From an optimization exercise on the open Yosys and OpenROAD flow, aimed at a short achievable clock period and few clock cycles; shortcuts taken in it are not production practice. At most, simulation tests tie the RTL to the original design; equivalence was not proved. The RTL of runs 2 to 5 was laid out without a check of its function. Power and IR drop assume default switching activity.

==> flow/design.v <==
module bitty_add16 (
    input  [15:0] a,
    input  [15:0] b,
    input         cin,
    output [15:0] s,
    output        cout
);
    wire [15:0] p = a ^ b;
    wire [15:0] g0 = a & b;
    wire [15:0] g1, p1, g2, p2, g3, p3, g4, p4;
    wire [15:0] gi = {g0[15:1], g0[0] | (p[0] & cin)};
    genvar i;
    generate
        for (i = 0; i < 16; i = i + 1) begin : l1
            if (i >= 1) begin : a1
                assign g1[i] = gi[i] | (p[i] & gi[i-1]);
                assign p1[i] = p[i] & p[i-1];
            end else begin : b1
                assign g1[i] = gi[i];
                assign p1[i] = p[i];
            end
        end
        for (i = 0; i < 16; i = i + 1) begin : l2
            if (i >= 2) begin : a2
                assign g2[i] = g1[i] | (p1[i] & g1[i-2]);
                assign p2[i] = p1[i] & p1[i-2];
            end else begin : b2
                assign g2[i] = g1[i];
                assign p2[i] = p1[i];
            end
        end
        for (i = 0; i < 16; i = i + 1) begin : l3
            if (i >= 4) begin : a3
                assign g3[i] = g2[i] | (p2[i] & g2[i-4]);
                assign p3[i] = p2[i] & p2[i-4];
            end else begin : b3
                assign g3[i] = g2[i];
                assign p3[i] = p2[i];
            end
        end
        for (i = 0; i < 16; i = i + 1) begin : l4
            if (i >= 8) begin : a4
                assign g4[i] = g3[i] | (p3[i] & g3[i-8]);
                assign p4[i] = p3[i] & p3[i-8];
            end else begin : b4
                assign g4[i] = g3[i];
                assign p4[i] = p3[i];
            end
        end
    endgenerate
    assign s    = p ^ {g4[14:0], cin};
    assign cout = g4[15];
endmodule
module bitty_carry16 (
    input  [15:0] a,
    input  [15:0] b,
    input         cin,
    output [15:0] c,
    output        cout
);
    wire [15:0] p = a ^ b;
    wire [15:0] g0 = a & b;
    wire [15:0] g1, p1, g2, p2, g3, p3, g4, p4;
    wire [15:0] gi = {g0[15:1], g0[0] | (p[0] & cin)};
    genvar i;
    generate
        for (i = 0; i < 16; i = i + 1) begin : l1
            if (i >= 1) begin : a1
                assign g1[i] = gi[i] | (p[i] & gi[i-1]);
                assign p1[i] = p[i] & p[i-1];
            end else begin : b1
                assign g1[i] = gi[i];
                assign p1[i] = p[i];
            end
        end
        for (i = 0; i < 16; i = i + 1) begin : l2
            if (i >= 2) begin : a2
                assign g2[i] = g1[i] | (p1[i] & g1[i-2]);
                assign p2[i] = p1[i] & p1[i-2];
            end else begin : b2
                assign g2[i] = g1[i];
                assign p2[i] = p1[i];
            end
        end
        for (i = 0; i < 16; i = i + 1) begin : l3
            if (i >= 4) begin : a3
                assign g3[i] = g2[i] | (p2[i] & g2[i-4]);
                assign p3[i] = p2[i] & p2[i-4];
            end else begin : b3
                assign g3[i] = g2[i];
                assign p3[i] = p2[i];
            end
        end
        for (i = 0; i < 16; i = i + 1) begin : l4
            if (i >= 8) begin : a4
                assign g4[i] = g3[i] | (p3[i] & g3[i-8]);
                assign p4[i] = p3[i] & p3[i-8];
            end else begin : b4
                assign g4[i] = g3[i];
                assign p4[i] = p3[i];
            end
        end
    endgenerate
    assign c    = {g4[14:0], cin};
    assign cout = g4[15];
endmodule
module bitty_geq16 (
    input  [15:0] x,
    input  [15:0] y,
    output        cout
);
    wire [15:0] g0 = x & y;
    wire [15:0] p0 = x | y;
    wire [7:0] g1, p1;
    wire [3:0] g2, p2;
    wire [1:0] g3, p3;
    genvar i;
    generate
        for (i = 0; i < 8; i = i + 1) begin : l1
            if (i == 0) begin : c0
                assign g1[i] = g0[1] | (p0[1] & (g0[0] | p0[0]));
                assign p1[i] = 1'b0;
            end else begin : cn
                assign g1[i] = g0[2*i+1] | (p0[2*i+1] & g0[2*i]);
                assign p1[i] = p0[2*i+1] & p0[2*i];
            end
        end
        for (i = 0; i < 4; i = i + 1) begin : l2
            assign g2[i] = g1[2*i+1] | (p1[2*i+1] & g1[2*i]);
            assign p2[i] = p1[2*i+1] & p1[2*i];
        end
        for (i = 0; i < 2; i = i + 1) begin : l3
            assign g3[i] = g2[2*i+1] | (p2[2*i+1] & g2[2*i]);
            assign p3[i] = p2[2*i+1] & p2[2*i];
        end
    endgenerate
    assign cout = g3[1] | (p3[1] & g3[0]);
endmodule
module core (
    input clk,
    input reset,
    output [11:0] imem_addr,
    input [15:0] imem_data,
    output wb_valid,
    output [2:0] wb_reg,
    output [15:0] wb_data
);
    localparam NT = 8;          
    reg [11:0] fa;              
    reg        dv;              
    reg [11:0] dpc;             
    reg        dhit;            
    reg [3:0]  dmask;           
    reg        ev, e_alu, e_br;
    reg [2:0]  e_rx;
    reg [15:0] e_a, e_b;        
    reg [15:0] e_na, e_nb;      
    reg [15:0] e_bx;            
    reg        e_sub, e_ar;     
    reg [7:0]  e_op;            
    reg [1:0]  e_cond;
    reg [11:0] e_tgt, e_fall, e_pc;
    reg        e_hit;
    reg [3:0]  e_mask;
    reg        vv;              
    reg [3:0]  v_mask;
    reg [11:0] v_fall;
    reg        r_act, r_len;    
    reg [11:0] r_key;
    reg [3:0]  r_mask;
    reg        i_v;             
    reg [7:0]  i_sel;           
    reg        i_upd;           
    reg [11:0] i_key, i_del;
    reg [3:0]  i_mask;
    reg        w_v;
    reg [2:0]  w_rx;
    reg        k_v;
    reg [15:0] k_c;
    reg [15:0] R [0:7];
    reg [15:0] C;               
    reg        wbv;
    reg [2:0]  wbr;
    reg          tv    [0:NT-1];
    reg [11:0]   tkey  [0:NT-1];
    reg [11:0]   tdel  [0:NT-1];    
    reg [3:0]    tmask [0:NT-1];
    reg [2:0]    tptr;        
    assign imem_addr = fa;
    assign wb_valid  = wbv;
    assign wb_reg    = wbr;
    assign wb_data   = C;
    wire c_hi0 = ~|C[15:2];
    wire [3:0] ccls = {~c_hi0, c_hi0 & C[1] & ~C[0], c_hi0 & ~C[1] & C[0], c_hi0 & ~C[1] & ~C[0]};
    wire mis_v = vv & ~|(v_mask & ccls);
    wire [15:0] a = e_a;
    wire [15:0] b = e_b;
    wire [15:0] cy;
    wire        cy_out;
    bitty_carry16 u_cy (.a(a), .b(e_bx), .cin(e_sub), .c(cy), .cout(cy_out));
    wire [15:0] p_ab = a ^ e_bx;
    wire        ge, le;
    bitty_geq16 u_ge (.x(a), .y(e_nb), .cout(ge));    
    bitty_geq16 u_le (.x(b), .y(e_na), .cout(le));    
    wire        b_big = |b[15:4];
    wire [15:0] r_shl = b_big ? 16'd0 : (a << b[3:0]);
    wire [15:0] r_shr = b_big ? 16'd0 : (a >> b[3:0]);
    wire [15:0] r_cmp = {14'd0, ~ge, ~le};
    wire [15:0] oth = ({16{e_op[2]}} & (a & b))
                    | ({16{e_op[3]}} & (a | b))
                    | ({16{e_op[4]}} & (a ^ b))
                    | ({16{e_op[5]}} & r_shl)
                    | ({16{e_op[6]}} & r_shr)
                    | ({16{e_op[7]}} & r_cmp);
    wire [15:0] res0 = ({16{e_ar}} &  p_ab) | oth;    
    wire [15:0] res1 = ({16{e_ar}} & ~p_ab) | oth;    
    wire [15:0] res  = (cy & res1) | (~cy & res0);
    wire e_commit = ev & ~mis_v;
    wire do_alu   = e_commit & e_alu;
    wire ex_alu   = ev & e_alu;       
    wire [3:0] cond_oh = 4'd1 << e_cond;
    wire taken   = e_br & |(cond_oh[2:0] & ccls[2:0]);
    wire e_ok    = |(e_mask & ccls);
    wire mis_e   = e_commit & ~e_alu & (e_hit ? ~e_ok : taken);
    wire mis     = mis_v | mis_e;
    wire [11:0] raddr = mis_v ? v_fall : (taken ? e_tgt : e_fall);
    wire [3:0] k_br  = ~e_br ? 4'b1111 : (taken ? cond_oh : ~cond_oh);
    wire [3:0] k_grp = k_br & ((e_hit & e_ok) ? e_mask : 4'b1111);
    reg  [NT-1:0] m;            
    reg  [NT-1:0] u;            
    reg  [11:0]   t_del;
    reg  [3:0]    t_mask;
    integer k;
    always @(*) begin
        t_del = 12'd0;
        t_mask = 4'd0;
        for (k = 0; k < NT; k = k + 1) begin
            m[k] = tv[k] & (tkey[k] == fa);
            u[k] = tv[k] & (tkey[k] == r_key);
            t_del = t_del | ({12{m[k]}} & tdel[k]);
            t_mask = t_mask | ({4{m[k]}} & tmask[k]);
        end
    end
    wire        hit  = |m;
    wire [11:0] fa_next = mis ? raddr : (fa + 12'd1) ^ t_del;
    wire          install = e_commit & e_alu & r_act & r_len;
    wire          upd     = |u;
    wire [NT-1:0] wsel    = upd ? u : (8'd1 << tptr);
    wire [1:0] fmt = imem_data[1:0];
    wire [2:0] rx  = imem_data[15:13];
    wire [2:0] ry  = imem_data[12:10];
    wire [2:0] d_opc = imem_data[4:2];
    wire       ex_wr = ev & e_alu;    
    wire       fwd_a = ex_wr & (e_rx == rx);
    wire       fwd_b = ex_wr & (e_rx == ry) & ~fmt[0];
    wire [15:0] ra   = (w_v & (w_rx == rx)) ? C : R[rx];
    wire [15:0] rb   = fmt[0] ? {8'd0, imem_data[12:5]} : (w_v & (w_rx == ry)) ? C : R[ry];
    wire [15:0] d_a  = fwd_a ? res : ra;
    wire [15:0] d_b  = fwd_b ? res : rb;
    wire       d_sub = (d_opc == 3'd1) | (d_opc == 3'd7);
    wire [15:0] a1   = fwd_a ? res1 : ra;
    wire [15:0] a0   = fwd_a ? res0 : ra;
    wire [15:0] b1   = fwd_b ? res1 : rb;
    wire [15:0] b0   = fwd_b ? res0 : rb;
    wire [15:0] bx1  = b1 ^ {16{d_sub}};
    wire [15:0] bx0  = b0 ^ {16{d_sub}};
    integer i;
    always @(posedge clk or posedge reset) begin
        if (reset) begin
            fa <= 12'd0; dv <= 1'b0;
            ev <= 1'b0;
            vv <= 1'b0;
            r_act <= 1'b0;
            i_v <= 1'b0;
            k_v <= 1'b0;
            w_v <= 1'b0;
            for (i = 0; i < 8; i = i + 1) R[i] <= 16'h0001;
            C <= 16'h0001;
            wbv <= 1'b0;
            for (i = 0; i < NT; i = i + 1) tv[i] <= 1'b0;
            tptr <= 0;
        end else begin
            fa     <= fa_next;
            dv     <= ~mis;
            ev     <= dv & ~mis;
            wbv <= do_alu;
            if (ex_alu)
                C <= res;
            else if (k_v)
                C <= k_c;
            k_v <= mis_v & ex_alu;
            w_v <= do_alu;
            if (w_v) R[w_rx] <= C;
            vv     <= do_alu & e_hit;
            if (e_commit) r_act <= 1'b1;
            i_v <= install;
            if (i_v) begin
                for (i = 0; i < NT; i = i + 1)
                    if (i_sel[i]) tv[i] <= 1'b1;
                if (!i_upd) tptr <= tptr + 1'b1;
            end
        end
    end
    always @(posedge clk) begin
        dpc    <= fa;
        dhit   <= hit;
        dmask  <= t_mask;
        e_alu  <= ~fmt[1];
        e_br   <= (fmt == 2'b10) & (imem_data[3:2] != 2'b11);
        e_rx   <= rx;
        e_a    <= (cy & a1) | (~cy & a0);
        e_b    <= (cy & b1) | (~cy & b0);
        e_nb   <= ~((cy & b1) | (~cy & b0));
        e_na   <= ~((cy & a1) | (~cy & a0));
        e_bx   <= (cy & bx1) | (~cy & bx0);
        e_sub  <= d_sub;
        e_ar   <= ~d_opc[2] & ~d_opc[1];
        e_op   <= 8'd1 << d_opc;
        e_cond <= imem_data[3:2];
        e_tgt  <= imem_data[15:4];
        e_fall <= dpc + 12'd1;
        e_pc   <= dpc;
        e_hit  <= dhit;
        e_mask <= dmask;
        wbr    <= e_rx;
        v_mask <= e_mask;
        v_fall <= e_fall;
        k_c    <= C;
        w_rx   <= e_rx;
        i_key  <= r_key;
        i_del  <= e_pc ^ (r_key + 12'd1);
        i_mask <= r_mask;
        i_sel  <= wsel;
        i_upd  <= upd;
        if (i_v) begin
            for (i = 0; i < NT; i = i + 1)
                if (i_sel[i]) begin
                    tkey[i]  <= i_key;
                    tdel[i]  <= i_del;
                    tmask[i] <= i_mask;
                end
        end
        if (e_commit) begin
            if (e_alu) begin
                r_len  <= 1'b0;
                r_key  <= e_pc;
                r_mask <= 4'b1111;
            end else begin
                r_len  <= 1'b1;
                if (!r_act) r_key <= e_pc;
                r_mask <= (r_act ? r_mask : 4'b1111) & k_grp;
            end
        end
    end
endmodule
==> flow/run.sh <==
#!/bin/bash
# synth_recipe.tcl (not shown) runs the flow's synth.tcl, then flattens the netlist and writes it again
# the make line also repeats each setting of config.mk as NAME=value (left out here)
make -C /OpenROAD-flow-scripts/flow DESIGN_CONFIG=/design/flow/config.mk WORK_HOME=/design/flow/orfs CLKGATE_MAP_FILE= SYNTH_SCRIPT=/design/flow/synth_recipe.tcl finish
==> flow/config.mk <==
export PLATFORM = sky130hd
export DESIGN_NAME = core
export DESIGN_NICKNAME = core
export VERILOG_FILES = /design/flow/design.v
export SDC_FILE = /design/flow/constraint.sdc
export NUM_CORES = 4
export LEC_CHECK = 0
export ABC_AREA = 1
export CAP_MARGIN = 20
export CORE_MARGIN = 2
export CORE_UTILIZATION = 40
export SETUP_SLACK_MARGIN = 3.5
export SLEW_MARGIN = 20
export TNS_END_PERCENT = 100
==> flow/constraint.sdc <==
create_clock -name core_clock -period 6.0 [get_ports {clk}]
set_input_delay 1.2000 -clock core_clock [delete_from_list [all_inputs] [get_ports {clk}]]
set_output_delay 1.2000 -clock core_clock [all_outputs]
set_load 0.01 [all_outputs]
==> impl_metrics.ini, run 1 <==
[floorplanning]
core_area_um2 = 80400
die_h_um = 289
die_w_um = 289
rows = 104
pin_count = 50
start_util_pct = 40.3
die-area_um2 = 83400

[place]
dp_cells = 5098
detailed_place_hpwl_um = 81100
pre_cts_ws_ps = 2060
place.gp.congestion = 0.976
io_buffers = 49

[worst_setup_path]
r2r_start = fa[9]
path_depth = 1
cp_slowest_cell = dfstp_4
rr_worst_depth = 14
cp_slowest_stage_delay_ps = 660
cp_max_fo = 2
crit_family = flip-flops
cp-end-kind = output pin
crit_chain = buf_6
path_class = reg2out
required_ps = 4800
critical_path_buf_inv_count = 1
cp.arrival_ps = 1420
r2r_slack_ps = 3520
rr_endpoint = dmask[1]
start_kind = register

[synth]
synth_compound_area_share_pct = 9.58
synthMuxAreaShare_pct = 0
synth_ff_type = edfxtp_1
synth_top_family_by_area = simple AND/OR/NAND/NOR gates
synth_nets = 4165
seq_area_frac_synth_pct = 49.5
synthAdderAreaFrac_pct = 2.20
yosysUniqueCellTypes = 62
syn_inst = 4090
synth_area_um2 = 32400
synth_edf_count = 241
yosys.area_share.simple_pct = 28.6
ys_ff_latch = 637
async_flop_share_pct = 27.3
yosysWarnings = 6
synth_xor_area_share_pct = 2.43
synth.avg_cell_area_um2 = 7.93

[routing]
wire_per_inst_um = 22.6
via_per_inst = 5.52
wl_um = 122000
antenna_left = 0
firstDrtPassIters = 6
via_count = 29800
drtIter0Drc = 3947
drc = 0

[sta]
setup_violations = 0
tightest_slew_ps = 1050
slew_headroom_pct = 29.7
rsz0062_at_grt = yes
hold_violations = 0
finalClockSkew_ps = 59.5
layout_min_cycle_time_ps = 2620
fmax_mhz = 382
drv_slew = 0
timing.final.crit_share_pct = 43.6
layout_setup_ws_ps = 3380
setup_tns_ps = 0
hold_slack_ps = 323

[grt]
grt_max_degree = 168
antenna_found_initial = 5
grt_pass1_wl_um = 177000
overflow = 0
track_usage_pct = 28.6
grt_pass1_vias = 27400

[power_and_ir_drop]
clkPwrFrac_pct = 28.0
vdd_drop_max_v = 0.000240
p_per_area_nw_per_um2 = 426
p_leak_nw = 17.4
power_switching_w = 0.00639
seq_power_share_pct = 39.4
p_total_w = 0.0165
p_comb_share_pct = 32.6
switching_share_pct = 38.7
p_int_w = 0.0101

[cts]
clock_sinks = 637
numCtsBuffers = 72
cts_max_path_buffers = 3
cts_htree_levels = 3
clk_pin_slew_ps = 60
clkLatencyLatePin_ps = 660
holdBufCountCts = 0
cts_tree = built
cts_root_buf = clkbuf_16

[worst_hold_path]
min_path_cells = 0
holdPathEnd = e_mask[0]
hp-class = reg2reg
min_from = dmask[0]

[finish]
area_growth_pct = 19.3
multi_input_area_um2 = 14300
fillers = 7798
instances_no_fill = 5402
nNetsFinal = 4356
layout-drive-gt1-share_pct = 13.1
regArea_um2 = 16100

[status]
status = timing/DRC/antenna clean

[job]
drv_cap = 0
stage by stage:
stage	util, %	area [um2]
after detailed placement	42.1	33800
final	48.1	38700
after floorplan	-	32500
after global placement	42.1	33800
after CTS	47.0	37800
after global routing	48.1	38700
power by group through the flow:
stage	sequential, W	clock (W)	combinational [W]
2_1_floorplan	0.00617	0	0.00288
6_report	0.00649	0.00462	0.00538
4_1_cts	0.00645	0.00468	0.00503
5_1_grt	0.00657	0.00486	0.00578
3_3_place_gp	0.00661	0	0.00441
3_5_place_dp	0.00662	0	0.00443
synthesized netlist by cell type, types with 3 or more instances:
master | count | area share [%]
a22oi_1 | 4 | 0.093
nand4_1 | 74 | 1.4
ha_1 | 57 | 2.2
o21ai_0 | 249 | 3.8
and3_1 | 3 | 0.058
o22ai_1 | 52 | 1.0
buf_6 | 15 | 0.52
nor3b_1 | 6 | 0.14
a211oi_1 | 7 | 0.16
nand3_1 | 336 | 5.2
a221oi_1 | 11 | 0.30
nor3_2 | 3 | 0.093
nand3_2 | 9 | 0.28
nand2_4 | 5 | 0.17
xnor2_1 | 43 | 1.2
o221ai_1 | 8 | 0.22
o21ai_1 | 17 | 0.26
xor2_1 | 47 | 1.3
nand3b_1 | 13 | 0.30
nor4_1 | 15 | 0.29
o21a_1 | 7 | 0.16
clkinv_1 | 8 | 0.093
nor2_1 | 347 | 4.0
o2111ai_1 | 9 | 0.24
nor2_2 | 7 | 0.13
a22o_1 | 5 | 0.13
dfrtp_1 | 165 | 13
dfxtp_1 | 222 | 14
o211ai_1 | 39 | 0.90
buf_4 | 25 | 0.58
and2_1 | 10 | 0.19
or2_2 | 13 | 0.25
buf_2 | 44 | 0.68
clkbuf_1 | 59 | 0.68
inv_2 | 20 | 0.23
dfstp_2 | 9 | 0.73
a21oi_1 | 124 | 1.9
nand2_2 | 9 | 0.17
inv_1 | 427 | 4.9
nand2_1 | 1237 | 14
nor3_1 | 55 | 0.85
nor2_4 | 8 | 0.28
edfxtp_1 | 241 | 22
per-layer routing:
layer / share of wire (%) / GRT usage (%) / up-vias / wire, um
li1: - / - / 13800 / -
met1: 45 / 42.3 / 14200 / 54300
met4: 3.3 / 9.82 / 8 / 3990
met5: 0.041 / 0 / - / 50
met2: 43 / 42.1 / 1507 / 52000
met3: 9.5 / 4.99 / 258 / 11600
cell families (layout without fill, tap and decap cells):
logic type                 Yosys count  after routing
and+or+nand+nor                   2162           2163
DFF                                637            637
buffers and inverters              600            850
AOI/OAI and AO/OA                  544            544
xor gates and xnor gates            90             90
adders and majority gates           57             57
other                                0              1
flip-flops by register name, summed over array words and instances (netlist names), 16 cells and up:
register / cells
tkey: 96
e_na: 16
tdel: 96
e_bx: 16
e_b: 16
C: 16
R: 128
e_a: 16
k_c: 16
tmask: 32
e_nb: 16
repair_timing:
action                                  in CTS  in global routing
endpoints found under the setup margin     168                139
hold endpoints to repair                     0                  0
gates cloned                                 4                  5
buffers inserted                           111                 49
gates resized for setup                    268                125
pin swaps                                   16                 22
layout by cell type, fill, tap and decap left out, types with 51 or more instances in the layout:
cell	instances
a21oi_1	121
buf_4	146
clkbuf_16	76
dfrtp_1	150
dfxtp_1	208
edfxtp_1	241
ha_1	57
inv_1	403
nand2_1	1220
nand3_1	324
nand4_1	74
nor2_1	338
o21ai_0	248
o22ai_1	51
layout make-up:
| type | count | area share (%) |
|---|---|---|
| Sequential cell | 637 | 41.6 |
| Multi-Input combinational cell | 2854 | 36.8 |
| Timing Repair Buffer | 257 | 6.79 |
| Clock buffer | 96 | 5.17 |
| Inverter | 455 | 4.79 |
| Tap cell | 1060 | 3.43 |
| Clock inverter | 38 | 1.32 |
| Timing Repair inverter | 4 | 0.0776 |
| Antenna cell | 1 | 0.00646 |
how the worst max path moves through the flow:
| stage | from | to | slack, ps |
|---|---|---|---|
| 2_1_floorplan | reset | C[10] | 2580 |
| 3_3_place_gp | imem_data[15] | e_na[13] | 2130 |
| 3_5_place_dp | imem_data[12] | e_bx[15] | 2060 |
| 4_1_cts | C[0] | wb_data[0] | 3370 |
| 5_1_grt | C[0] | wb_data[0] | 3370 |
| 6_report | C[0] | wb_data[0] | 3380 |
Testbench counts, summed over its fixed seeds: cycles 66,292.
==> inputs of run 2 (changes only) <==
--- a/flow/design.v
+++ b/flow/design.v
@@ -181,2 +181,3 @@
     reg [15:0] C;               
+    reg [15:0] wbd;             
     reg        wbv;
@@ -191,3 +192,3 @@
     assign wb_reg    = wbr;
-    assign wb_data   = C;
+    assign wb_data   = wbd;
     wire c_hi0 = ~|C[15:2];
@@ -325,2 +326,3 @@
         wbr    <= e_rx;
+        if (ex_alu) wbd <= res;
         v_mask <= e_mask;
--- a/flow/config.mk
+++ b/flow/config.mk
@@ -7,3 +7,2 @@
 export LEC_CHECK = 0
-export ABC_AREA = 1
 export CAP_MARGIN = 20
@@ -13,2 +12,2 @@
 export SLEW_MARGIN = 20
-export TNS_END_PERCENT = 100
+export TNS_END_PERCENT = 50
==> run 2 against run 1 <==
Against the previous run:
- first-iteration DRC count is 36% lower
- non-clock buffer count grew 117
- area after synthesis down 4.6%
- critical path depth is 8 higher
==> impl_metrics.ini, run 2 <==
[cts]
cts_htree_levels = 3
clkLatencyLatePin_ps = 620
cts_root_buf = clkbuf_16
cts_max_path_buffers = 3
holdBufCountCts = 0
cts_tree = built
clk_pin_slew_ps = 60
numCtsBuffers = 68
clock_sinks = 653

[power_and_ir_drop]
p_per_area_nw_per_um2 = 439
p_total_w = 0.0171
vdd_drop_max_v = 0.000228
p_leak_nw = 15.4

[synth]
synth_nets = 2696
yosysWarnings = 6
yosys-top-cells-area = edfxtp_1 25%, dfxtp_1 14%, dfrtp_1 13%, xnor2_1 6.0%, mux2_2 4.9%
synth_area_um2 = 31000
yosysMostFrequentCell = edfxtp_1
ys_ff_latch = 653
seq_area_frac_synth_pct = 53.4
synth_top_area_share_pct = 24.9
synth_ff_type = edfxtp_1
synth_common_cells = 257 x edfxtp_1, 222 x dfxtp_1, 212 x xnor2_1
syn_inst = 2621
async_flop_share_pct = 26.6
synth.avg_cell_area_um2 = 11.8
yosysUniqueCellTypes = 91
synth_edf_count = 257
synth_top_area_cell = edfxtp_1

[sta]
finalClockSkew_ps = 33.9
slew_headroom_pct = 38.5
rsz0062_at_grt = yes
layout_min_cycle_time_ps = 2620
fmax_mhz = 382
setup_violations = 0
setup_tns_ps = 0
timing.final.crit_share_pct = 43.7
drv_slew = 0
hold_violations = 0
layout_setup_ws_ps = 3380
tightest_slew_ps = 922

[grt]
grt_pass1_vias = 22400
grt_max_degree = 105
antenna_found_initial = 3
grt_pass1_wl_um = 148000
track_usage_pct = 24.9
overflow = 0

[finish]
largest_register_ffs = 128
fillers = 6582
final_common_cell = edfxtp_1
final_cell_mix = 257 x edfxtp_1, 254 x buf_4, 209 x xnor2_1, 190 x dfxtp_1, 179 x nand2_1
top_register = R
area_growth_pct = 25.9
instances_no_fill = 4009
diodes = 0
fin_util_pct = 50.6
reg_top3 = R: 128 flops, tdel: 96 flops, tkey: 96 flops
nNetsFinal = 2988
layout-drive-gt1-share_pct = 31.1

[routing]
wl_um = 102000
antenna_left = 0
drtIter0Drc = 2545
drc = 0
via_per_inst = 5.89
firstDrtPassIters = 8
via_count = 23600
wire_per_inst_um = 25.4

[worst_setup_path]
cp.arrival_ps = 3100
crit_family = compound AO/OA/AOI/OAI gates
required_ps = 6480
cp_max_fo = 6
rr_endpoint = C[13]
rr_worst_depth = 9
cp_slowest_stage_delay_ps = 450
cp_slowest_cell = a221o_2
path_class = reg2reg
r2r_start = e_a[2]
r2r_slack_ps = 3380
cp-end-kind = register
crit_chain = ha_4 -> a21o_1 -> a221o_2 -> a2111oi_4 -> nor4_2 -> nor3_2 -> nor2b_4 -> buf_4 -> o21ai_0
critical_path_buf_inv_count = 1
start_kind = register

[place]
detailed_place_hpwl_um = 62500
pre_cts_ws_ps = 1620
place.gp.congestion = 0.966
dp_cells = 3621
io_buffers = 49

[floorplanning]
rows = 102
die_w_um = 282
core_area_um2 = 77100
start_util_pct = 40.2
die_h_um = 282
pin_count = 50
die-area_um2 = 79600

[worst_hold_path]
min_from = dmask[2]
holdPathEnd = e_mask[2]
hp-class = reg2reg
min_path_cells = 0

[status]
status = timing/DRC/antenna clean

[job]
drv_cap = 0
-- run 2: cell types whose count changed after synthesis, sizes merged, moves of 44 or more --
cell    previous run  this run
xnor2             43       212
nor2             363        67
o21ai            268       115
inv              447       106
mux2i              0        83
nand3            347        85
a22oi              4        78
mux2               0       136
a21oi            126        66
clkbuf            59       103
nand2           1251       184
mux4               0        54
-- run 2: metrics by stage --
step           hold slack [ps]  cell area [um2]
3_5_place_dp               315            32600
6_report                   328            39000
3_3_place_gp               314            32600
4_1_cts                    329            37300
2_1_floorplan              310            31000
5_1_grt                    332            39000
-- run 2: worst max path at each step --
| stage | endpoint | slack [ps] | from | cells after the start |
|---|---|---|---|---|
| 3_3_place_gp | e_bx[15] | 1710 | imem_data[12] | 8 |
| 5_1_grt | e_b[13] | 3320 | e_a[2] | 9 |
| 2_1_floorplan | C[10] | 2580 | reset | 1 |
| 6_report | C[13] | 3380 | e_a[2] | 9 |
| 4_1_cts | imem_addr[7] | 3280 | fa[7] | 2 |
| 3_5_place_dp | e_bx[15] | 1620 | imem_data[12] | 8 |
-- run 2: cell families after synthesis --
family	after synthesis	synth area share (%)
flops	653	53.4
simple gates	608	10.3
compound gates	497	11.2
mux	273	11.6
xor+xnor	269	7.61
buf+inv	264	3.62
fa+ha+maj	57	2.30
-- run 2: worst register-to-register path, cell delays in order (launching register included) --
cell       delay (ps)
dfxtp_4           360
ha_4              230
a21o_1            190
a221o_2           450
a2111oi_4         450
nor4_2             80
nor3_2            290
nor2b_4           250
buf_4             140
o21ai_0            60
-- run 2: final cells by class --
class / count / area [um2] / area share (%)
clock inverters: 30 / 319 / 0.819
repair buffers: 374 / 3780 / 9.70
flip-flops and latches: 653 / 16700 / 42.7
multi-input cells: 1707 / 14500 / 37.2
well taps: 1040 / 1300 / 3.34
inverters: 109 / 459 / 1.18
clock buffers: 96 / 1960 / 5.03
-- run 2: routing by layer --
layer	vias up	wire length, um	track usage, %	share of wire (%)
met5	-	12	0	0.012
met1	11800	44800	36.1	44
met2	1227	45500	37.7	45
li1	10300	-	-	-
met3	218	8930	4.42	8.8
met4	2	2820	7.71	2.8
-- run 2: where the power goes --
part / internal, W / total (W) / switching [W]
sequential: 0.00587 / 0.00697 / 0.00109
clock: 0.00245 / 0.00429 / 0.00183
combinational: 0.00286 / 0.00586 / 0.00301
-- run 2: repair_timing --
action | 4_1_cts | 5_1_grt
hold endpoints to repair | 0 | 0
cloned | 12 | 4
buffers inserted | 137 | 108
pin swaps | 54 | 52
gates resized for setup | 309 | 212
endpoints found under the setup margin | 186 | 140
==> inputs of run 3 (changes only) <==
--- a/flow/design.v
+++ b/flow/design.v
@@ -179,4 +179,6 @@
     reg [15:0] k_c;
+    reg        k_chz;
     reg [15:0] R [0:7];
     reg [15:0] C;               
+    reg        chz;             
     reg [15:0] wbd;             
@@ -193,3 +195,3 @@
     assign wb_data   = wbd;
-    wire c_hi0 = ~|C[15:2];
+    wire c_hi0 = chz;
     wire [3:0] ccls = {~c_hi0, c_hi0 & C[1] & ~C[0], c_hi0 & ~C[1] & C[0], c_hi0 & ~C[1] & ~C[0]};
@@ -215,2 +217,6 @@
                     | ({16{e_op[7]}} & r_cmp);
+    wire [15:0] t_ab   = a | e_bx;
+    wire        hz_sum = ~(cy[2] ^ p_ab[2]) & ~|(p_ab[15:3] ^ t_ab[14:2]);
+    wire        hz_oth = ~|oth[15:2];
+    wire        hz     = e_ar ? hz_sum : hz_oth;
     wire [15:0] res0 = ({16{e_ar}} &  p_ab) | oth;    
@@ -279,2 +285,3 @@
             C <= 16'h0001;
+            chz <= 1'b1;
             wbv <= 1'b0;
@@ -287,6 +294,9 @@
             wbv <= do_alu;
-            if (ex_alu)
-                C <= res;
-            else if (k_v)
-                C <= k_c;
+            if (ex_alu) begin
+                C   <= res;
+                chz <= hz;
+            end else if (k_v) begin
+                C   <= k_c;
+                chz <= k_chz;
+            end
             k_v <= mis_v & ex_alu;
@@ -330,2 +340,3 @@
         k_c    <= C;
+        k_chz  <= chz;
         w_rx   <= e_rx;
--- a/flow/config.mk
+++ b/flow/config.mk
@@ -12,2 +12,2 @@
 export SLEW_MARGIN = 20
-export TNS_END_PERCENT = 50
+export TNS_END_PERCENT = 100
==> run 3 against run 2 <==
Against the previous run:
- global-route usage increased by 0.87 points
- power rose by 0.14%
- design area is 1.3% higher
- critical path type unchanged
- still clean
- sequential power is 1% lower
- final cell count barely moved
- die area fell by 0.67%
- core utilization is 1.3 points higher
==> impl_metrics.ini, run 3 <==
[finish]
regArea_um2 = 16700
fillers = 6460
nNetsFinal = 3006
final_common_cell = edfxtp_1
largest_register_ffs = 128
final_cell_mix = 257 x edfxtp_1, 247 x xnor2_1, 220 x buf_4, 190 x dfxtp_1, 158 x dfrtp_1
layout-drive-gt1-share_pct = 31.9
reg_top3 = R: 128 flops, tdel: 96 flops, tkey: 96 flops
instances_no_fill = 4006
top_register = R
area_growth_pct = 28.3
multi_input_area_um2 = 14700

[grt]
track_usage_pct = 25.7
overflow = 0
grt_pass1_wl_um = 151000
antenna_found_initial = 4
grt_pass1_vias = 22800
grt_max_degree = 90

[sta]
fmax_mhz = 376
slew_headroom_pct = 35.7
timing.final.crit_share_pct = 44.4
finalClockSkew_ps = 57.0
hold_slack_ps = 320
rsz0062_at_grt = yes
tightest_slew_ps = 960
layout_min_cycle_time_ps = 2660
setup_tns_ps = 0
setup_violations = 0
drv_slew = 0
hold_violations = 0

[routing]
antenna_left = 0
via_per_inst = 5.83
via_count = 23400
drc = 0
wl_um = 104000
drtIter0Drc = 2478
firstDrtPassIters = 6
wire_per_inst_um = 26.0

[synth]
ys_ff_latch = 655
synth_nets = 2726
synth_top_area_share_pct = 25.1
syn_inst = 2638
synth.avg_cell_area_um2 = 11.7
yosysMostFrequentCell = xnor2_1
synth_ff_type = edfxtp_1
yosysWarnings = 6
yosys-top-cells-area = edfxtp_1 25%, dfxtp_1 15%, dfrtp_1 13%, xnor2_1 7.4%, mux2_2 5.5%
synth_top_area_cell = edfxtp_1
async_flop_share_pct = 26.7
yosysUniqueCellTypes = 87
synth_edf_count = 257
synth_area_um2 = 30700
synth_common_cells = 260 x xnor2_1, 257 x edfxtp_1, 223 x dfxtp_1
seq_area_frac_synth_pct = 53.9

[worst_setup_path]
required_ps = 6550
cp_slowest_stage_delay_ps = 410
cp_slowest_cell = a2111o_1
rr_worst_depth = 11
critical_path_buf_inv_count = 3
crit_chain = clkinvlp_4 -> ha_4 -> and3_4 -> a211o_4 -> buf_6 -> buf_6 -> a2111o_1 -> o211ai_4 -> nand2_1 -> a21oi_2 -> xnor2_1
cp_max_fo = 4
path_depth = 11
critPathMostFrequentCell = buf_6
path_class = reg2reg
crit_family = compound AO/OA/AOI/OAI gates
cp.arrival_ps = 3210
cp-end-kind = register
start_kind = register

[place]
detailed_place_hpwl_um = 65200
io_buffers = 49
place.gp.congestion = 0.977
dp_cells = 3609

[power_and_ir_drop]
vdd_drop_max_v = 0.000258
power_switching_w = 0.00596
p_comb_share_pct = 33.6
p_total_w = 0.0171
p_per_area_nw_per_um2 = 434
clkPwrFrac_pct = 26.3
seq_power_share_pct = 40.1
p_int_w = 0.0112
switching_share_pct = 34.8
p_leak_nw = 15.2

[cts]
clock_sinks = 655
numCtsBuffers = 70
cts_root_buf = clkbuf_16
cts_htree_levels = 3
clk_pin_slew_ps = 70
cts_max_path_buffers = 3
cts_tree = built
holdBufCountCts = 0
clkLatencyLatePin_ps = 650

[floorplanning]
start_util_pct = 40.4
die-area_um2 = 79100
rows = 101
die_h_um = 281
pin_count = 50
die_w_um = 281
core_area_um2 = 76100

[worst_hold_path]
min_path_cells = 0
hp-class = reg2reg

[job]
drv_cap = 0

[status]
status = timing/DRC/antenna clean
[run 3: path summary, 6_finish.rpt]
path / startpoint / endpoint / slack [ps]
worst max-delay path: e_a[4] / e_bx[10] / 3340
worst min-delay path: dmask[2] / e_mask[2] / 320
worst max register to register: e_a[4] / e_bx[10] / 3340
worst min register to register: dmask[2] / e_mask[2] / 320
max in group asynchronous: reset / C[1] / 3980
min in group asynchronous: reset / R[2][12] / 890
[run 3: area by class of cell]
| cell class | count | area share, % |
|---|---|---|
| Antenna cell | 1 | 0.00634 |
| Clock buffer | 108 | 5.29 |
| Clock inverter | 21 | 0.900 |
| Inverter | 122 | 1.29 |
| Multi-Input combinational cell | 1695 | 37.1 |
| Sequential cell | 655 | 42.3 |
| Tap cell | 1030 | 3.27 |
| Timing Repair Buffer | 374 | 9.82 |
[run 3: logic make-up after synthesis]
family	after synthesis	share of synthesized area (%)
mux	264	10.5
fa+ha+maj	72	2.91
flops	655	53.9
buf+inv	289	3.71
simple gates	541	8.92
compound gates	520	11.6
xor+xnor	297	8.46
[run 3: power by group through the flow]
stage          Combinational (W)  Sequential, W  Clock (W)
2_1_floorplan            0.00312        0.00638          0
3_3_place_gp             0.00386        0.00708          0
3_5_place_dp             0.00393        0.00712          0
4_1_cts                  0.00522        0.00685    0.00457
5_1_grt                  0.00608        0.00697    0.00475
6_report                 0.00577        0.00687    0.00451
[run 3: timing repair]
action / CTS / global route
gates resized for setup: 422 / 173
cloned: 6 / 5
endpoints found under the setup margin: 214 / 146
pin swaps: 83 / 90
buffers inserted: 198 / 57
[run 3: worst register-to-register path, stage by stage, from the launching register on]
cell and delay [ps]:
dfxtp_4 370, clkinvlp_4 130, ha_4 290, and3_4 160
a211o_4 330, buf_6 140, buf_6 120, a2111o_1 410
o211ai_4 170, nand2_1 110, a21oi_2 190, xnor2_1 140
[run 3: metal layers]
metal | routed length (um) | part of all wire (%) | global-route usage [%] | up-vias
met5 | 22 | 0.021 | 0 | -
met4 | 4620 | 4.4 | 10.1 | 4
met3 | 8880 | 8.5 | 5.17 | 280
met2 | 47300 | 45 | 40.5 | 1197
met1 | 43300 | 42 | 34.8 | 11700
li1 | - | - | - | 10200
[run 3: per-stage QoR]
stage	setup slack [ps]	util, %	instance area (um2)
floorplan	2570	-	31400
global placement	2010	42.9	32600
detailed placement	1950	42.9	32600
CTS	3360	50.2	38200
global route	3250	51.9	39500
finish	3340	51.9	39500
==> inputs of run 4 (changes only) <==
--- a/flow/design.v
+++ b/flow/design.v
@@ -54,4 +54,4 @@
 module bitty_carry16 (
-    input  [15:0] a,
-    input  [15:0] b,
+    input  [15:0] g0,           
+    input  [15:0] p,            
     input         cin,
@@ -60,4 +60,2 @@
 );
-    wire [15:0] p = a ^ b;
-    wire [15:0] g0 = a & b;
     wire [15:0] g1, p1, g2, p2, g3, p3, g4, p4;
@@ -158,2 +156,3 @@
     reg [15:0] e_bx;            
+    reg [15:0] e_nbx;           
     reg        e_sub, e_ar;     
@@ -202,3 +201,5 @@
     wire        cy_out;
-    bitty_carry16 u_cy (.a(a), .b(e_bx), .cin(e_sub), .c(cy), .cout(cy_out));
+    wire [15:0] g_ab = ~(e_na | e_nbx);
+    wire [15:0] t_ab = ~(e_na & e_nbx);
+    bitty_carry16 u_cy (.g0(g_ab), .p(t_ab), .cin(e_sub), .c(cy), .cout(cy_out));
     wire [15:0] p_ab = a ^ e_bx;
@@ -213,3 +214,3 @@
                     | ({16{e_op[3]}} & (a | b))
-                    | ({16{e_op[4]}} & (a ^ b))
+                    | ({16{e_op[4]}} & p_ab)
                     | ({16{e_op[5]}} & r_shl)
@@ -217,3 +218,2 @@
                     | ({16{e_op[7]}} & r_cmp);
-    wire [15:0] t_ab   = a | e_bx;
     wire        hz_sum = ~(cy[2] ^ p_ab[2]) & ~|(p_ab[15:3] ^ t_ab[14:2]);
@@ -326,2 +326,3 @@
         e_bx   <= (cy & bx1) | (~cy & bx0);
+        e_nbx  <= ~((cy & bx1) | (~cy & bx0));
         e_sub  <= d_sub;
==> run 4 against run 3 <==
Against the previous run:
- via count fell by 0.76%
- highest routed layer is now met4
- clock-buffer cell count fell by 5
- first-iteration DRC count fell by 5.3%
- critical endpoint is now e_nbx[1]
- sequential cell count rose by 15
- die area rose by 0.92%
- still clean on timing, DRC and antenna
- power rose by 0.51%
==> impl_metrics.ini, run 4 <==
[worst_hold_path]
hp-class = reg2reg
min_path_cells = 0
holdPathEnd = e_hit
min_from = dhit

[synth]
yosys-top-cells-area = edfxtp_1 25%, dfxtp_1 15%, dfrtp_1 13%, xnor2_1 6.8%, mux2_2 4.9%
synth_top_family_by_area = compound AO/OA/AOI/OAI gates
synth_edf_count = 257
synth_area_um2 = 31000
synth_top_area_share_pct = 24.9
async_flop_share_pct = 26.1
synthMuxAreaShare_pct = 11.3
synth_nets = 2675
yosysUniqueCellTypes = 94
synth_xor_area_share_pct = 9.12
syn_inst = 2648
yosysMostFrequentCell = edfxtp_1
synth_ff_type = edfxtp_1
synth.avg_cell_area_um2 = 11.7
yosysWarnings = 6
synth_top_area_cell = edfxtp_1
ys_ff_latch = 670
yosys.area_share.simple_pct = 9.34
seq_area_frac_synth_pct = 54.4
synthAdderAreaFrac_pct = 0.689
synth_common_cells = 257 x edfxtp_1, 241 x xnor2_1, 238 x dfxtp_1
synth_compound_area_share_pct = 12.0

[floorplanning]
die-area_um2 = 79800
core_area_um2 = 77100
die_w_um = 283
pin_count = 50
rows = 102
start_util_pct = 40.3
die_h_um = 283

[power_and_ir_drop]
p_leak_nw = 14.9
power_switching_w = 0.00598
seq_power_share_pct = 42.1
p_per_area_nw_per_um2 = 440
p_comb_share_pct = 31.7
clkPwrFrac_pct = 26.3
vdd_drop_max_v = 0.000267
switching_share_pct = 34.7
p_total_w = 0.0172
p_int_w = 0.0112

[worst_setup_path]
cp.arrival_ps = 3290
cp-end-kind = register
rr_endpoint = e_nbx[1]
cp_max_fo = 6
start_kind = register
rr_worst_depth = 7
r2r_start = e_b[0]
critPathMostFrequentCell = mux4_2
crit_chain = buf_12 -> mux4_2 -> mux4_2 -> a221o_2 -> nor2_4 -> inv_4 -> a311o_1
path_class = reg2reg
r2r_slack_ps = 3220
cp_slowest_cell = mux4_2
cp_slowest_stage_delay_ps = 550
required_ps = 6510

[place]
io_buffers = 49
detailed_place_hpwl_um = 61800
dp_cells = 3621
place.gp.congestion = 0.945
post_dp_cell_area_um2 = 32900

[routing]
via_per_inst = 5.85
drc = 0
wl_um = 101000
drtIter0Drc = 2346
wire_per_inst_um = 25.5
firstDrtPassIters = 5
via_count = 23200
antenna_left = 0

[cts]
cts_tree = built
cts_htree_levels = 3
holdBufCountCts = 0
clk_pin_slew_ps = 60
numCtsBuffers = 73
cts_max_path_buffers = 3
cts_root_buf = clkbuf_16
clkLatencyLatePin_ps = 630
clock_sinks = 670

[finish]
fin_area_um2 = 39100
reg_top3 = R: 128 flops, tdel: 96 flops, tkey: 96 flops
nNetsFinal = 2890
final_cell_mix = 257 x edfxtp_1, 209 x xnor2_1, 206 x dfxtp_1, 164 x buf_4, 157 x dfrtp_1
layout-drive-gt1-share_pct = 30.6
fillers = 6635
largest_register_ffs = 128
final_common_cell = edfxtp_1
area_growth_pct = 26.1
top_register = R
instances_no_fill = 3965

[grt]
grt_pass1_vias = 23000
antenna_found_initial = 2
overflow = 0
grt_max_degree = 86
grt_pass1_wl_um = 148000
track_usage_pct = 24.9

[sta]
finalClockSkew_ps = 33.5
tightest_slew_ps = 943
hold_violations = 0
setup_tns_ps = 0
layout_min_cycle_time_ps = 2780
slew_headroom_pct = 37.0
setup_violations = 0
drv_slew = 0
fmax_mhz = 359
timing.final.crit_share_pct = 46.4
rsz0062_at_grt = yes

[status]
status = timing/DRC/antenna clean

[job]
drv_cap = 0
==> run 4: repair_timing <==
| item | CTS | global route |
|---|---|---|
| pin swaps | 35 | 88 |
| hold endpoints to repair | 0 | 0 |
| setup buffers | 137 | 58 |
| cloned | 5 | 7 |
| endpoints found under the setup margin | 203 | 167 |
| resized for setup | 319 | 214 |
==> run 4: critical path: cells and delay by family (launching register included) <==
family                 cells  cell delay [ps]
AO/OA/AOI/OAI              2              740
multiplexers               2             1080
AND/OR/NAND/NOR            1              160
buffers and inverters      2              220
flip-flops                 1              460
==> run 4: per-stage QoR <==
step	hold WS [ps]	worst slack (ps)	utilization, %
after CTS	321	3270	48.7
after floorplan	310	2570	-
after global placement	311	1770	42.7
final	321	3220	50.8
after global routing	325	3200	50.7
after detailed placement	313	1740	42.7
==> run 4: worst max-delay path by stage <==
stage | cells past startpoint | end | start
2_1_floorplan | 1 | C[10] | reset
3_3_place_gp | 7 | e_nbx[1] | imem_data[12]
3_5_place_dp | 7 | e_nbx[1] | imem_data[12]
4_1_cts | 9 | e_nbx[2] | e_b[0]
5_1_grt | 9 | chz | e_b[1]
6_report | 7 | e_nbx[1] | e_b[0]
==> run 4: cell families after synthesis <==
group                      after synthesis
adders and majority gates               19
and+or+nand+nor                        569
DFF                                    670
xor gates and xnor gates               323
AOI/OAI and AO/OA                      541
muxes                                  278
buffers and inverters                  248
==> run 4: cell type report <==
cell class                      instances  area [um2]  area share [%]
Inverter                               77         330           0.844
Multi-Input combinational cell       1730       14700            37.4
Timing Repair Buffer                  311        3420            8.74
Clock inverter                         32         337           0.860
Antenna cell                            2        5.00          0.0128
Clock buffer                          103        2100            5.38
Tap cell                             1040        1300            3.33
Sequential cell                       670       17000            43.4
==> run 4: power groups by stage <==
stage | registers [W] | logic (W) | clock network, W
final | 0.00725 | 0.00546 | 0.00453
after global routing | 0.00738 | 0.00579 | 0.00479
after CTS | 0.00719 | 0.00492 | 0.00458
after detailed placement | 0.00742 | 0.00404 | 0
after global placement | 0.00736 | 0.00401 | 0
after floorplan | 0.00664 | 0.00325 | 0
==> run 4: metal layers <==
metal	vias to the layer above	GRT usage, %	share of wire, %
li1	10200	-	-
met1	11700	33.0	41
met2	1063	41.2	48
met3	215	3.68	7.1
met4	0	9.28	4.1
met5	-	0	0
==> inputs of run 5 (changes only) <==
--- a/flow/design.v
+++ b/flow/design.v
@@ -157,2 +157,3 @@
     reg [15:0] e_nbx;           
+    reg [3:0]  e_sl_lo, e_sl_hi, e_sr_lo_n, e_sr_hi_n;    
     reg        e_sub, e_ar;     
@@ -208,5 +209,23 @@
     bitty_geq16 u_le (.x(b), .y(e_na), .cout(le));    
-    wire        b_big = |b[15:4];
-    wire [15:0] r_shl = b_big ? 16'd0 : (a << b[3:0]);
-    wire [15:0] r_shr = b_big ? 16'd0 : (a >> b[3:0]);
+    reg  [15:0] s1l, s1r, r_shl, r_shr;
+    wire [3:0]  e_sr_lo = ~e_sr_lo_n;
+    wire [3:0]  e_sr_hi = ~e_sr_hi_n;
+    wire [15:0] a_r     = ~e_na;          
+    integer q, j;
+    always @(*) begin
+        for (q = 0; q < 16; q = q + 1) begin
+            s1l[q] = 1'b0; s1r[q] = 1'b0;
+            for (j = 0; j < 4; j = j + 1) begin
+                if (q - j >= 0)  s1l[q] = s1l[q] | (e_sl_lo[j] & a[q-j]);
+                if (q + j <= 15) s1r[q] = s1r[q] | (e_sr_lo[j] & a_r[q+j]);
+            end
+        end
+        for (q = 0; q < 16; q = q + 1) begin
+            r_shl[q] = 1'b0; r_shr[q] = 1'b0;
+            for (j = 0; j < 4; j = j + 1) begin
+                if (q - 4*j >= 0)  r_shl[q] = r_shl[q] | (e_sl_hi[j] & s1l[q-4*j]);
+                if (q + 4*j <= 15) r_shr[q] = r_shr[q] | (e_sr_hi[j] & s1r[q+4*j]);
+            end
+        end
+    end
     wire [15:0] r_cmp = {14'd0, ~ge, ~le};
@@ -221,2 +240,4 @@
     wire        hz     = e_ar ? hz_sum : hz_oth;
+    wire        hz4_sum = ~(cy[4] ^ p_ab[4]) & ~|(p_ab[15:5] ^ t_ab[14:4]);
+    wire        hz4     = e_ar ? hz4_sum : ~|oth[15:4];
     wire [15:0] res0 = ({16{e_ar}} &  p_ab) | oth;    
@@ -266,2 +287,6 @@
     wire [15:0] d_b  = fwd_b ? res : rb;
+    wire [3:0]  d_sa  = fwd_b ? res[3:0] : rb[3:0];
+    wire        d_big = fwd_b ? ~hz4 : |rb[15:4];
+    wire [3:0]  d_lo  = 4'd1 << d_sa[1:0];
+    wire [3:0]  d_hi  = d_big ? 4'd0 : (4'd1 << d_sa[3:2]);
     wire       d_sub = (d_opc == 3'd1) | (d_opc == 3'd7);
@@ -327,2 +352,6 @@
         e_nbx  <= ~((cy & bx1) | (~cy & bx0));
+        e_sl_lo <= d_lo;
+        e_sl_hi <= d_hi;
+        e_sr_lo_n <= ~d_lo;
+        e_sr_hi_n <= ~d_hi;
         e_sub  <= d_sub;
==> run 5 against run 4 <==
Against the previous run:
- still clean
- design area increased by 2.0%
- critical path depth grew 5
- register-to-register slack got worse by 470 ps
- worst hold slack improved by 4.8 ps
- power increased by 11%
- synthesized cell count is 0.19% lower
- fmax decreased by 14%
- area after synthesis decreased by 1.2%
- routed wire length grew 1.8%
- clock skew is 19 ps higher
- critical endpoint is now e_sr_lo_n[0]
==> impl_metrics.ini, run 5 <==
[status]
status = timing/DRC/antenna clean

[floorplanning]
start_util_pct = 40.4
die_h_um = 281
pin_count = 50
die_w_um = 281
die-area_um2 = 78900
core_area_um2 = 75900
rows = 101

[cts]
clock_sinks = 686
cts_tree = built
clk_pin_slew_ps = 60
cts_max_path_buffers = 3
clkLatencyLatePin_ps = 640
cts_root_buf = clkbuf_16
numCtsBuffers = 75
holdBufCountCts = 0
cts_htree_levels = 3

[sta]
drv_slew = 0
layout_setup_ws_ps = 2750
layout_min_cycle_time_ps = 3250
finalClockSkew_ps = 52.0
hold_violations = 0
setup_violations = 0
rsz0062_at_grt = yes
tightest_slew_ps = 1020
timing.final.crit_share_pct = 54.2
setup_tns_ps = 0
slew_headroom_pct = 32.3
fmax_mhz = 307

[synth]
yosysWarnings = 6
yosys-top-cells-area = edfxtp_1 25%, dfxtp_1 17%, dfrtp_1 13%, xnor2_1 6.9%, mux2_2 5.5%
synth_area_um2 = 30700
yosysMostFrequentCell = edfxtp_1
async_flop_share_pct = 25.5
ys_ff_latch = 686
synth_ff_type = edfxtp_1
synth_nets = 2670
synth_top_area_share_pct = 25.2
seq_area_frac_synth_pct = 56.1
syn_inst = 2643
yosysUniqueCellTypes = 83
synth_edf_count = 257
synth_top_area_cell = edfxtp_1
synth.avg_cell_area_um2 = 11.6
synth_common_cells = 257 x edfxtp_1, 254 x dfxtp_1, 240 x xnor2_1

[worst_setup_path]
path_class = reg2reg
start_kind = register
cp_max_fo = 6
cp.arrival_ps = 3800
cp-end-kind = register
required_ps = 6550

[grt]
antenna_found_initial = 1
overflow = 0
grt_pass1_vias = 22900
grt_pass1_wl_um = 151000
grt_max_degree = 171
track_usage_pct = 25.7

[place]
detailed_place_hpwl_um = 65600
io_buffers = 49
place.gp.congestion = 0.960
pre_cts_ws_ps = 1450

[finish]
reg_top3 = R: 128 flops, tdel: 96 flops, tkey: 96 flops
largest_register_ffs = 128
fillers = 6308
regArea_um2 = 17300
area_growth_pct = 30.1
final_cell_mix = 257 x edfxtp_1, 212 x dfxtp_1, 198 x buf_4, 180 x xnor2_1, 151 x dfrtp_1
diodes = 0
top_register = R
final_common_cell = edfxtp_1
layout-drive-gt1-share_pct = 33.5
multi_input_area_um2 = 14600
nNetsFinal = 2931

[power_and_ir_drop]
p_per_area_nw_per_um2 = 478
p_total_w = 0.0191
p_leak_nw = 15.5
vdd_drop_max_v = 0.000249

[routing]
via_per_inst = 5.82
antenna_left = 0
drc = 0
wire_per_inst_um = 25.8
firstDrtPassIters = 8
wl_um = 103000
drtIter0Drc = 2169
via_count = 23200

[worst_hold_path]
hp-class = reg2reg

[job]
drv_cap = 0
## run 5: changes by cell type after synthesis, moves of 19 or more
| cell | before | now |
|---|---|---|
| o21ai_0 | 118 | 149 |
| nor2_1 | 98 | 136 |
| clkbuf_1 | 112 | 131 |
| buf_2 | 25 | 5 |
| a21oi_1 | 88 | 67 |
| mux2i_1 | 100 | 50 |
| a22o_1 | 10 | 52 |
| a22oi_1 | 72 | 46 |
## run 5: timing repair
action / in CTS / in global routing
pin swaps: 79 / 90
gates resized for setup: 428 / 192
cloned: 11 / 2
setup endpoints to repair: 222 / 171
setup buffers: 182 / 55
## run 5: logic make-up (layout without fill, tap and decap cells)
group / count (synthesis) / in the layout / share of synthesized area (%)
AO/OA/AOI/OAI: 558 / 558 / 12.5
XOR/XNOR: 327 / 327 / 9.34
adder cells (fa/ha/maj): 22 / 22 / 0.800
buffers and inverters: 246 / 568 / 3.12
flip-flops: 686 / 686 / 56.1
multiplexers: 226 / 227 / 9.05
AND/OR/NAND/NOR: 578 / 579 / 9.17
## run 5: cell type report
type	count	share of cell area, %
flip-flops and latches	686	43.5
multi-input cells	1713	36.7
repair buffers	347	9.03
clock buffers	96	5.23
well taps	1030	3.23
clock inverters	44	1.49
inverters	81	0.874
## run 5: report_power, final
part / internal, W / switching (W) / total [W]
logic: 0.00308 / 0.00319 / 0.00626
clock network: 0.00290 / 0.00202 / 0.00492
registers: 0.00632 / 0.00159 / 0.00791
## run 5: layer usage
layer  track usage [%]  routed length [um]
met1              33.1               41900
met4              10.5                5010
met2              42.5               49300
met5                 0                   0
met3              4.61                6840
## run 5: stage by stage
step | instance area (um2) | hold WS, ps | utilization [%] | instances
2_1_floorplan | 31500 | 310 | - | 2643
3_3_place_gp | 32700 | 312 | 43.0 | 3606
3_5_place_dp | 32700 | 313 | 43.0 | 3606
4_1_cts | 38500 | 327 | 50.7 | 3939
5_1_grt | 39900 | 330 | 52.6 | 3997
6_report | 39900 | 326 | 52.6 | 3997
## run 5: worst max-delay path, stage by stage, from the launching register on
cell      delay [ps]
dfxtp_4          370
o31ai_4          240
a32oi_2          150
a221oi_2         320
nor4_2            70
maj3_2           300
maj3_2           320
o2111a_1         240
or3_4            420
a221oi_4         340
buf_6            180
buf_16           130
nand2b_4         120
## run 5: final timing paths
| path | start | slack [ps] | endpoint | depth (start not counted) |
|---|---|---|---|---|
| worst min register to register | dmask[1] | 330 | e_mask[1] | 0 |
| worst max register to register | e_a[0] | 2750 | e_sr_lo_n[0] | 12 |
| min in group asynchronous | reset | 860 | tv[0] | 2 |
| worst max-delay path | e_a[0] | 2750 | e_sr_lo_n[0] | 12 |
| max in group asynchronous | reset | 3850 | C[5] | 4 |
| worst min-delay path | dmask[1] | 330 | e_mask[1] | 0 |
==> inputs of run 6 (changes only) <==
--- a/flow/design.v
+++ b/flow/design.v
@@ -54,4 +54,4 @@
 module bitty_carry16 (
-    input  [15:0] g0,           
-    input  [15:0] p,            
+    input  [15:0] a,
+    input  [15:0] b,
     input         cin,
@@ -60,2 +60,4 @@
 );
+    wire [15:0] p = a ^ b;
+    wire [15:0] g0 = a & b;
     wire [15:0] g1, p1, g2, p2, g3, p3, g4, p4;
@@ -147,2 +149,4 @@
     reg [11:0] fa;              
+    reg [11:0] fa_out;          
+    reg        first;           
     reg        dv;              
@@ -156,4 +160,2 @@
     reg [15:0] e_bx;            
-    reg [15:0] e_nbx;           
-    reg [3:0]  e_sl_lo, e_sl_hi, e_sr_lo_n, e_sr_hi_n;    
     reg        e_sub, e_ar;     
@@ -179,6 +181,4 @@
     reg [15:0] k_c;
-    reg        k_chz;
     reg [15:0] R [0:7];
     reg [15:0] C;               
-    reg        chz;             
     reg [15:0] wbd;             
@@ -191,3 +191,3 @@
     reg [2:0]    tptr;        
-    assign imem_addr = fa;
+    assign imem_addr = fa_out;
     assign wb_valid  = wbv;
@@ -195,3 +195,3 @@
     assign wb_data   = wbd;
-    wire c_hi0 = chz;
+    wire c_hi0 = ~|C[15:2];
     wire [3:0] ccls = {~c_hi0, c_hi0 & C[1] & ~C[0], c_hi0 & ~C[1] & C[0], c_hi0 & ~C[1] & ~C[0]};
@@ -202,5 +202,3 @@
     wire        cy_out;
-    wire [15:0] g_ab = ~(e_na | e_nbx);
-    wire [15:0] t_ab = ~(e_na & e_nbx);
-    bitty_carry16 u_cy (.g0(g_ab), .p(t_ab), .cin(e_sub), .c(cy), .cout(cy_out));
+    bitty_carry16 u_cy (.a(a), .b(e_bx), .cin(e_sub), .c(cy), .cout(cy_out));
     wire [15:0] p_ab = a ^ e_bx;
@@ -209,23 +207,5 @@
     bitty_geq16 u_le (.x(b), .y(e_na), .cout(le));    
-    reg  [15:0] s1l, s1r, r_shl, r_shr;
-    wire [3:0]  e_sr_lo = ~e_sr_lo_n;
-    wire [3:0]  e_sr_hi = ~e_sr_hi_n;
-    wire [15:0] a_r     = ~e_na;          
-    integer q, j;
-    always @(*) begin
-        for (q = 0; q < 16; q = q + 1) begin
-            s1l[q] = 1'b0; s1r[q] = 1'b0;
-            for (j = 0; j < 4; j = j + 1) begin
-                if (q - j >= 0)  s1l[q] = s1l[q] | (e_sl_lo[j] & a[q-j]);
-                if (q + j <= 15) s1r[q] = s1r[q] | (e_sr_lo[j] & a_r[q+j]);
-            end
-        end
-        for (q = 0; q < 16; q = q + 1) begin
-            r_shl[q] = 1'b0; r_shr[q] = 1'b0;
-            for (j = 0; j < 4; j = j + 1) begin
-                if (q - 4*j >= 0)  r_shl[q] = r_shl[q] | (e_sl_hi[j] & s1l[q-4*j]);
-                if (q + 4*j <= 15) r_shr[q] = r_shr[q] | (e_sr_hi[j] & s1r[q+4*j]);
-            end
-        end
-    end
+    wire        b_big = |b[15:4];
+    wire [15:0] r_shl = b_big ? 16'd0 : (a << b[3:0]);
+    wire [15:0] r_shr = b_big ? 16'd0 : (a >> b[3:0]);
     wire [15:0] r_cmp = {14'd0, ~ge, ~le};
@@ -233,3 +213,3 @@
                     | ({16{e_op[3]}} & (a | b))
-                    | ({16{e_op[4]}} & p_ab)
+                    | ({16{e_op[4]}} & (a ^ b))
                     | ({16{e_op[5]}} & r_shl)
@@ -237,7 +217,2 @@
                     | ({16{e_op[7]}} & r_cmp);
-    wire        hz_sum = ~(cy[2] ^ p_ab[2]) & ~|(p_ab[15:3] ^ t_ab[14:2]);
-    wire        hz_oth = ~|oth[15:2];
-    wire        hz     = e_ar ? hz_sum : hz_oth;
-    wire        hz4_sum = ~(cy[4] ^ p_ab[4]) & ~|(p_ab[15:5] ^ t_ab[14:4]);
-    wire        hz4     = e_ar ? hz4_sum : ~|oth[15:4];
     wire [15:0] res0 = ({16{e_ar}} &  p_ab) | oth;    
@@ -287,6 +262,2 @@
     wire [15:0] d_b  = fwd_b ? res : rb;
-    wire [3:0]  d_sa  = fwd_b ? res[3:0] : rb[3:0];
-    wire        d_big = fwd_b ? ~hz4 : |rb[15:4];
-    wire [3:0]  d_lo  = 4'd1 << d_sa[1:0];
-    wire [3:0]  d_hi  = d_big ? 4'd0 : (4'd1 << d_sa[3:2]);
     wire       d_sub = (d_opc == 3'd1) | (d_opc == 3'd7);
@@ -301,3 +272,3 @@
         if (reset) begin
-            fa <= 12'd0; dv <= 1'b0;
+            fa <= 12'd0; dv <= 1'b0; first <= 1'b1;
             ev <= 1'b0;
@@ -310,3 +281,2 @@
             C <= 16'h0001;
-            chz <= 1'b1;
             wbv <= 1'b0;
@@ -315,13 +285,11 @@
         end else begin
-            fa     <= fa_next;
-            dv     <= ~mis;
+            first  <= 1'b0;
+            fa     <= first ? 12'd0 : fa_next;
+            dv     <= ~mis & ~first;
             ev     <= dv & ~mis;
             wbv <= do_alu;
-            if (ex_alu) begin
-                C   <= res;
-                chz <= hz;
-            end else if (k_v) begin
-                C   <= k_c;
-                chz <= k_chz;
-            end
+            if (ex_alu)
+                C <= res;
+            else if (k_v)
+                C <= k_c;
             k_v <= mis_v & ex_alu;
@@ -351,7 +319,2 @@
         e_bx   <= (cy & bx1) | (~cy & bx0);
-        e_nbx  <= ~((cy & bx1) | (~cy & bx0));
-        e_sl_lo <= d_lo;
-        e_sl_hi <= d_hi;
-        e_sr_lo_n <= ~d_lo;
-        e_sr_hi_n <= ~d_hi;
         e_sub  <= d_sub;
@@ -366,2 +329,3 @@
         wbr    <= e_rx;
+        fa_out <= first ? 12'd0 : fa_next;
         if (ex_alu) wbd <= res;
@@ -370,3 +334,2 @@
         k_c    <= C;
-        k_chz  <= chz;
         w_rx   <= e_rx;
==> run 6 against run 5 <==
Against the previous run:
- critical path depth is 4 lower
- via count decreased by 2.4%
- sequential cell count fell by 20
- register-to-register slack improved by 650 ps
- combinational power fell by about 50%
- global-route usage fell by 1.1 points
- first-iteration DRC count up 11%
- clock skew down 6.9 ps
- die area increased by 1.2%
- power down 28%
- area after synthesis up 1.3%
- design area shrank 3.7%
==> impl_metrics.ini, run 6 <==
[power_and_ir_drop]
p_leak_nw = 14.6
p_total_w = 0.0138
p_per_area_nw_per_um2 = 360
vdd_drop_max_v = 0.000291

[sta]
rsz0062_at_grt = yes
tightest_slew_ps = 941
fmax_mhz = 384
setup_violations = 0
timing.final.crit_share_pct = 43.4
drv_slew = 0
setup_tns_ps = 0
finalClockSkew_ps = 45.2
slew_headroom_pct = 37.3
hold_violations = 0
layout_min_cycle_time_ps = 2600

[synth]
ys_ff_latch = 666
synthMuxAreaShare_pct = 11.6
synth_edf_count = 257
yosysUniqueCellTypes = 97
synth_nets = 2681
synthAdderAreaFrac_pct = 2.30
yosysWarnings = 6
synth_area_um2 = 31100
synth_xor_area_share_pct = 7.73
seq_area_frac_synth_pct = 54.1
synth_compound_area_share_pct = 11.4
synth_top_family_by_area = multiplexers
async_flop_share_pct = 26.3
synth.avg_cell_area_um2 = 11.9
synth_common_cells = 257 x edfxtp_1, 234 x dfxtp_1, 218 x xnor2_1
synth_ff_type = edfxtp_1
yosys.area_share.simple_pct = 9.21
yosys-top-cells-area = edfxtp_1 25%, dfxtp_1 15%, dfrtp_1 13%, xnor2_1 6.1%, mux2_2 5.4%
syn_inst = 2606
synth_top_area_cell = edfxtp_1
yosysMostFrequentCell = edfxtp_1
synth_top_area_share_pct = 24.8

[worst_setup_path]
cp.arrival_ps = 3120
path_class = reg2reg
required_ps = 6510
cp-end-kind = register
cp_max_fo = 6
start_kind = register
rr_worst_depth = 8

[routing]
antenna_left = 0
drc = 0
via_per_inst = 5.84
wl_um = 99300
firstDrtPassIters = 8
via_count = 22700
drtIter0Drc = 2413
wire_per_inst_um = 25.5

[finish]
reg_top3 = R: 128 flops, tdel: 96 flops, tkey: 96 flops
final_cell_mix = 257 x edfxtp_1, 212 x xnor2_1, 212 x dfxtp_1, 166 x buf_4, 164 x nand2_1
top_register = R
fin_area_um2 = 38400
layout-drive-gt1-share_pct = 29.7
final_common_cell = edfxtp_1
largest_register_ffs = 128
regArea_um2 = 16900
fillers = 6643
area_growth_pct = 23.8
multi_input_area_um2 = 14500
nNetsFinal = 2862

[worst_hold_path]
min_path_cells = 0
hp-class = reg2reg

[place]
detailed_place_hpwl_um = 62800
io_buffers = 49
post_dp_cell_area_um2 = 32800
place.gp.congestion = 0.938

[floorplanning]
core_area_um2 = 77200
die_w_um = 283
die-area_um2 = 79900
rows = 102
die_h_um = 283
start_util_pct = 40.2
pin_count = 50

[cts]
clkLatencyLatePin_ps = 630
cts_root_buf = clkbuf_16
clock_sinks = 666
holdBufCountCts = 0
numCtsBuffers = 70
cts_htree_levels = 3
clk_pin_slew_ps = 60
cts_tree = built
cts_max_path_buffers = 3

[status]
status = timing/DRC/antenna clean

[grt]
grt_max_degree = 168
grt_pass1_wl_um = 146000
overflow = 0
grt_pass1_vias = 22200
track_usage_pct = 24.5
antenna_found_initial = 2

[job]
drv_cap = 0
[run 6: final cells by class]
| type | count | area share (%) |
|---|---|---|
| Inverter | 112 | 1.19 |
| Sequential cell | 666 | 44.0 |
| Clock buffer | 96 | 5.27 |
| Tap cell | 1040 | 3.39 |
| Timing Repair Buffer | 270 | 6.99 |
| Clock inverter | 34 | 1.28 |
| Multi-Input combinational cell | 1666 | 37.8 |
| Antenna cell | 1 | 0.00651 |
| Timing Repair inverter | 1 | 0.0130 |
[run 6: cell families (layout without fill, tap and decap cells)]
group	after synthesis	count (layout)
compound gates	497	497
xor+xnor	274	274
fa+ha+maj	57	57
buf+inv	275	513
flops	666	666
mux	278	278
other cells	1	2
simple gates	558	559
[run 6: repair_timing]
item                                    CTS  global route
setup buffers                           117            55
hold endpoints to repair                  0             0
resized for setup                       291           121
cloned                                    6             0
pin swaps                                35            54
endpoints found under the setup margin  209           145
[run 6: routing by layer]
| metal | part of all wire (%) | track usage, % | vias up |
|---|---|---|---|
| li1 | - | - | 9956 |
| met1 | 42 | 33.3 | 11500 |
| met2 | 47 | 40.4 | 1051 |
| met3 | 7.4 | 3.98 | 197 |
| met4 | 3.3 | 7.37 | 0 |
| met5 | 0 | 0 | - |
[run 6: per-stage QoR]
step,setup WS (ps),hold WS (ps),std cells,util (%)
CTS,3460,330,3830,48.6
global placement,1950,314,3577,42.5
floorplan,2570,310,2606,-
finish,3400,327,3886,49.8
global route,3360,333,3886,49.8
detailed placement,1940,313,3577,42.5
[run 6: worst paths after layout]
path                            startpoint         to  slack (ps)
worst max-delay path                  C[2]      fa[4]        3400
worst min-delay path              dmask[1]  e_mask[1]         330
worst max register to register        C[2]      fa[4]        3400
worst min register to register    dmask[1]  e_mask[1]         330
max in group asynchronous            reset      C[10]        3830
min in group asynchronous            reset      tv[6]         850
[run 6: where the power goes]
group / total [W] / internal, W / switching [W]
Combinational: 0.00310 / 0.00149 / 0.00161
Clock: 0.00468 / 0.00276 / 0.00192
Sequential: 0.00606 / 0.00536 / 0.000698
[run 6: critical path: stages (launching register included)]
cell      delay, ps
dfrtp_4         520
nor4_4          390
buf_4           180
and4_4          290
o211ai_1        110
o211ai_1        260
and3_4          330
a311o_1         340
a31oi_4          60
Testbench counts of run 6, summed over its fixed seeds: cycles 66,324.

## port drivers added, routing unchanged
Ports are ideal in the flow. The routed layouts listed here were re-timed in OpenROAD.
Step 1 sets driving cells, clkbuf_16 on the clock port and buf_2 on the other inputs (assumed; they add their load-dependent delay and slew).
Step 2 adds t to the input delays and takes it off the output delays; t is the mean of the earliest and latest rising clock arrival at the registers after step 1. Input paths then give back, and output paths get back, about the clock's delay inside the block.
Slacks: ideal / step 1 / step 2; pairs: ideal / step 1.
| run | shift t [ns] | setup slack, ns | worst hold slack (ns) |
|---|---|---|---|
| run 1 | 0.695 | 3.382 / 3.315 / 2.826 | 0.323 / 0.323 / 0.323 |
| run 2 | 0.667 | 3.380 / 3.351 / 2.761 | 0.328 / 0.328 / 0.328 |
| run 3 | 0.688 | 3.339 / 3.339 / 2.674 | 0.320 / 0.320 / 0.320 |
| run 4 | 0.679 | 3.218 / 3.218 / 2.601 | 0.321 / 0.321 / 0.321 |
| run 5 | 0.680 | 2.747 / 2.747 / 2.139 | 0.326 / 0.326 / 0.326 |
| run 6 | 0.675 | 3.396 / 3.319 / 2.643 | 0.327 / 0.327 / 0.327 |
After both steps setup and hold are still met in every run listed. For run 6, which loses most, drivers alone change the setup slack by -0.077 ns; drivers and shift together by -0.753 ns.
